This design comes from an exercise in tuning for small area and a short achievable clock period on the open sky130 flow, not from production work.
In this exercise RTL edits were held to simulation tests only and were not proved equivalent to the original.
No activity file was given, so power comes from the tool's default toggle rates.

== alpha ==
==> flow/design.v (excerpt) <==
module Mesh(
  input         clock,
  input  [7:0]  io_in_a_0_0,
  input  [7:0]  io_in_a_1_0,
  input  [7:0]  io_in_a_2_0,
  input  [7:0]  io_in_a_3_0,
  input  [7:0]  io_in_a_4_0,
  input  [7:0]  io_in_a_5_0,
  input  [7:0]  io_in_a_6_0,
  input  [7:0]  io_in_a_7_0,
  input  [19:0] io_in_b_0_0,
  input  [19:0] io_in_b_1_0,
  input  [19:0] io_in_b_2_0,
  input  [19:0] io_in_b_3_0,
  input  [19:0] io_in_b_4_0,
  input  [19:0] io_in_b_5_0,
  input  [19:0] io_in_b_6_0,
  input  [19:0] io_in_b_7_0,
  input  [19:0] io_in_d_0_0,
  input  [19:0] io_in_d_1_0,
  input  [19:0] io_in_d_2_0,
  input  [19:0] io_in_d_3_0,
  input  [19:0] io_in_d_4_0,
  input  [19:0] io_in_d_5_0,
  input  [19:0] io_in_d_6_0,
  input  [19:0] io_in_d_7_0,
  input         io_in_control_0_0_dataflow,
  input         io_in_control_0_0_propagate,
  input  [4:0]  io_in_control_0_0_shift,
  input         io_in_control_1_0_dataflow,
  input         io_in_control_1_0_propagate,
  input  [4:0]  io_in_control_1_0_shift,
  input         io_in_control_2_0_dataflow,
  input         io_in_control_2_0_propagate,
  input  [4:0]  io_in_control_2_0_shift,
  input         io_in_control_3_0_dataflow,
  input         io_in_control_3_0_propagate,
  input  [4:0]  io_in_control_3_0_shift,
  input         io_in_control_4_0_dataflow,
  input         io_in_control_4_0_propagate,
  input  [4:0]  io_in_control_4_0_shift,
  input         io_in_control_5_0_dataflow,
  input         io_in_control_5_0_propagate,
  input  [4:0]  io_in_control_5_0_shift,
  input         io_in_control_6_0_dataflow,
  input         io_in_control_6_0_propagate,
  input  [4:0]  io_in_control_6_0_shift,
  input         io_in_control_7_0_dataflow,
  input         io_in_control_7_0_propagate,
  input  [4:0]  io_in_control_7_0_shift,
  input  [2:0]  io_in_id_0_0,
  input  [2:0]  io_in_id_1_0,
  input  [2:0]  io_in_id_2_0,
  input  [2:0]  io_in_id_3_0,
  input  [2:0]  io_in_id_4_0,
  input  [2:0]  io_in_id_5_0,
  input  [2:0]  io_in_id_6_0,
  input  [2:0]  io_in_id_7_0,
  input         io_in_last_0_0,
  input         io_in_last_1_0,
  input         io_in_last_2_0,
  input         io_in_last_3_0,
  input         io_in_last_4_0,
  input         io_in_last_5_0,
  input         io_in_last_6_0,
  input         io_in_last_7_0,
  input         io_in_valid_0_0,
  input         io_in_valid_1_0,
  input         io_in_valid_2_0,
  input         io_in_valid_3_0,
  input         io_in_valid_4_0,
  input         io_in_valid_5_0,
  input         io_in_valid_6_0,
  input         io_in_valid_7_0,
  output [19:0] io_out_b_0_0,
  output [19:0] io_out_b_1_0,
  output [19:0] io_out_b_2_0,
  output [19:0] io_out_b_3_0,
  output [19:0] io_out_b_4_0,
  output [19:0] io_out_b_5_0,
  output [19:0] io_out_b_6_0,
  output [19:0] io_out_b_7_0,
  output [19:0] io_out_c_0_0,
  output [19:0] io_out_c_1_0,
  output [19:0] io_out_c_2_0,
  output [19:0] io_out_c_3_0,
  output [19:0] io_out_c_4_0,
  output [19:0] io_out_c_5_0,
  output [19:0] io_out_c_6_0,
  output [19:0] io_out_c_7_0,
  output        io_out_valid_0_0,
  output        io_out_control_0_0_dataflow,
  output [2:0]  io_out_id_0_0,
  output        io_out_last_0_0
);
For scale: roughly 99,000 cells after synthesis, ~7,700 flip-flops, about 570,000 µm² of cells after synthesis.
==> flow/config.mk <==
export PLATFORM = sky130hd
export DESIGN_NAME = Mesh
export DESIGN_NICKNAME = Mesh
export VERILOG_FILES = /design/flow/design.v
export SDC_FILE = /design/flow/constraint.sdc
export NUM_CORES = 8
export LEC_CHECK = 0
export ABC_AREA = 1
export CAP_MARGIN = 20
export CORE_MARGIN = 2
export CORE_UTILIZATION = 45
export CTS_CLUSTER_DIAMETER = 80
export CTS_CLUSTER_SIZE = 24
export SETUP_SLACK_MARGIN = 5.0
export SLEW_MARGIN = 20
==> flow/constraint.sdc <==
create_clock -name core_clock -period 8.5 [get_ports {clock}]
set_input_delay 1.7000 -clock core_clock [delete_from_list [all_inputs] [get_ports {clock}]]
set_output_delay 1.7000 -clock core_clock [all_outputs]
set_load 0.01 [all_outputs]
standard.sh (not shown) runs the stock make flow with config.mk's settings and CLKGATE_MAP_FILE= SYNTH_SCRIPT=/design/flow/synth_recipe.tcl, a recipe that flattens the netlist after the stock synthesis.
==> flow/flow/run.sh <==
#!/bin/bash
# Layout flow: the standard flow (standard.sh, all steps) with these make settings:
#  - SYNTH_ARGS=-noabc: no generic ABC pass before the final technology mapping
#  - ADDER_MAP_FILE empty: Yosys does not extract full/half adders into the library's
#    adder cells (which are slow); ABC maps the adder trees from plain gates
#    (registers and their names are unchanged)
#  - port buffers are buf_4 cells (BUFFER_PORTS_ARGS)
#  - sizing may change a cell's footprint (MATCH_CELL_FOOTPRINT=0)
#  - up to 10 antenna repair rounds after detailed routing (MAX_REPAIR_ANTENNAS_ITER_DRT)
# standard.sh's full output goes to standard.log here; ORFS's own logs are under orfs/logs.
set -euo pipefail
bash standard.sh \
  SYNTH_ARGS=-noabc \
  ADDER_MAP_FILE= \
  MATCH_CELL_FOOTPRINT=0 \
  "BUFFER_PORTS_ARGS=-buffer_cell sky130_fd_sc_hd__buf_4" \
  MAX_REPAIR_ANTENNAS_ITER_DRT=10 \
  finish > standard.log 2>&1
Input changes introduced in beta (baseline for comparison: alpha):
--- a/flow/design.v
+++ b/flow/design.v
@@ -178,26 +178,23 @@
   input  [11:0] io_in_a,    
   input  [19:0] io_in_b,
   input  [19:0] io_in_d,
   input         io_in_control_dataflow,
   input         io_in_control_propagate,
   input         io_in_valid,
-  input         io_next_valid,
   input         io_next_dataflow,
   input         io_next_propagate,
-  input         io_swap,       
   input  [4:0]  io_next_shift,
   input  [7:0]  io_next_b,
   output [19:0] io_out_b,
   output [19:0] io_out_c
 );
   reg  [19:0] sel;
   reg  [19:0] oth;
   reg  [7:0]  mb;
   reg  [4:0]  s;
-  reg         acc;
   reg         last_s;
   wire        df   = io_in_control_dataflow;
   wire        prop = io_in_control_propagate;
   wire [19:0] mac;
   MacUnit mac_unit (
     .io_in_a (io_in_a),
@@ -213,38 +210,35 @@
       assign below[j] = sel[j] & (s >= j + 2);
     end
   endgenerate
   wire        rnd = z[0] & ((|below) | z[1]);
   assign io_out_c = z[20:1] + {19'd0, rnd};
   assign io_out_b = df ? mac : io_in_b;
-  wire        swap     = io_swap;
+  wire        swap     = io_next_propagate ^ prop;
   wire        last_s_next = io_in_valid ? prop : last_s;
+  wire        acc      = io_in_valid & ~df;
   wire [19:0] sel_new  = io_in_valid ? io_in_d : sel;
   wire [19:0] sel_nm   = swap ? oth : sel_new;    
   wire [19:0] oth_nm   = swap ? sel_new : oth;    
-  wire        oth_mac  = ~swap & acc;
-  wire        mb_mac   = io_next_dataflow & ~swap & acc;
-  wire [7:0]  mb_nm    = io_next_dataflow ? oth_nm[7:0] : io_next_b;
+  wire [19:0] oth_next = (~swap & acc) ? mac : oth_nm;
   always @(posedge clock) begin
     sel    <= (swap & acc) ? mac : sel_nm;
-    oth    <= oth_mac ? mac : oth_nm;
-    mb     <= mb_mac ? mac[7:0] : mb_nm;
-    s      <= (~io_next_dataflow & (last_s_next ^ io_next_propagate)) ? io_next_shift : 5'd0;
-    acc    <= io_next_valid & ~io_next_dataflow;
-    last_s <= last_s_next;
+    oth    <= oth_next;
+    mb     <= io_next_dataflow ? oth_next[7:0] : io_next_b;
+    s            <= (~io_next_dataflow & (last_s_next ^ io_next_propagate)) ? io_next_shift : 5'd0;
+    last_s       <= last_s_next;
   end
 endmodule
-module Tile #(parameter FIRST = 0) (
+module Tile(
   input         clock,
   input  [11:0] io_in_a,    
   input  [19:0] io_in_b,
   input  [7:0]  io_in_b_reg,
   input  [19:0] io_in_d,
   input         io_in_dataflow,
   input         io_in_propagate,
-  input         io_in_propagate_above,
   input  [4:0]  io_in_shift,
   input         io_in_valid,
   output [11:0] io_out_a,
   output [19:0] io_out_b,
   output [7:0]  io_out_b_reg,
   output [19:0] io_out_c,
@@ -266,34 +260,22 @@
     in_d         <= io_in_d;
     in_dataflow  <= io_in_dataflow;
     in_propagate <= io_in_propagate;
     in_shift     <= io_in_shift;
     in_valid     <= io_in_valid;
   end
-  wire swap;
-  generate
-    if (FIRST) begin : swap_now
-      assign swap = io_in_propagate ^ in_propagate;
-    end else begin : swap_early
-      reg swap_r;
-      always @(posedge clock) swap_r <= io_in_propagate_above ^ io_in_propagate;
-      assign swap = swap_r;
-    end
-  endgenerate
   PE_256 pe (
     .clock                  (clock),
     .io_in_a                (in_a),
     .io_in_b                (in_b),
     .io_in_d                (in_d),
     .io_in_control_dataflow (in_dataflow),
     .io_in_control_propagate(in_propagate),
     .io_in_valid            (in_valid),
-    .io_next_valid          (io_in_valid),
     .io_next_dataflow       (io_in_dataflow),
     .io_next_propagate      (io_in_propagate),
-    .io_swap                (swap),
     .io_next_shift          (io_in_shift),
     .io_next_b              (io_in_b_reg),
     .io_out_b               (io_out_b),
     .io_out_c               (io_out_c)
   );
   assign io_out_a         = in_a;
@@ -472,21 +454,20 @@
   assign sh_v[5*7+:5] = io_in_control_7_0_shift;
   assign v_v[7] = io_in_valid_7_0;
   genvar r, c;
   generate
     for (r = 0; r < N; r = r + 1) begin : row
       for (c = 0; c < N; c = c + 1) begin : col
-        Tile #(.FIRST(r == 0)) t (
+        Tile t (
           .clock         (clock),
           .io_in_a       (a_h[12*(r*(N+1)+c)+:12]),
           .io_in_b       (b_v[20*(r*N+c)+:20]),
           .io_in_b_reg   (bp_v[8*(r*N+c)+:8]),
           .io_in_d       (d_v[20*(r*N+c)+:20]),
           .io_in_dataflow(df_v[r*N+c]),
           .io_in_propagate(pr_v[r*N+c]),
-          .io_in_propagate_above(r == 0 ? 1'b0 : pr_v[((r == 0 ? 1 : r)-1)*N+c]),
           .io_in_shift   (sh_v[5*(r*N+c)+:5]),
           .io_in_valid   (v_v[r*N+c]),
           .io_out_a      (a_h[12*(r*(N+1)+c+1)+:12]),
           .io_out_b      (b_v[20*((r+1)*N+c)+:20]),
           .io_out_b_reg  (bp_v[8*((r+1)*N+c)+:8]),
           .io_out_c      (d_v[20*((r+1)*N+c)+:20]),
beta vs. alpha: number of logic stages on the critical path including buffering +9, power +about 1.7%.
Comparing alpha and beta, multiplexer share of the synthesized area is lower on alpha.
Taking alpha as the reference, in beta layout overhead on the synthesized area now larger; number of clock sinks now smaller; sum of net half-perimeters after detailed placement now smaller; number of global-route vias before repair now smaller.
Of the two values seen for launching instance or port of the critical path, row[2].col[3].t.in_valid$_DFF_P_ was produced by beta and out_b[23]$_DFF_P_ by alpha.
For the global-route usage, beta came in 0.24 points lower than alpha did.
alpha -> beta: reported sequential group power increased slightly

afterwards: timing with drivers on the ports:
In the flow no input, the clock included, has a driving cell. The finished layouts below were timed again as built, in two steps.
Step 1 assumes that a clkbuf_16 drives the clock port and a buf_2 every other input.
Step 2 moves the port delays by t, midway between the first and last clock arrival at a register: inputs arrive t later, outputs are due t later. That takes back most of the time a late clock gives input paths.
Slacks: ideal / step 1 / step 2; pairs: ideal / step 1.
run	t (ns)	setup WS [ns]	worst hold slack (ns)	latest minus earliest clock arrival (ns)
alpha	1.347	5.149 / 4.967 / 4.037	0.323 / 0.323 / 0.323	0.114 / 0.113
beta	1.342	5.022 / 4.935 / 4.090	0.319 / 0.319 / 0.319	0.095 / 0.095
After both steps setup and hold are still met in every run listed. For alpha, which loses most, drivers alone change the setup slack by -0.182 ns; drivers and shift together by -1.112 ns.
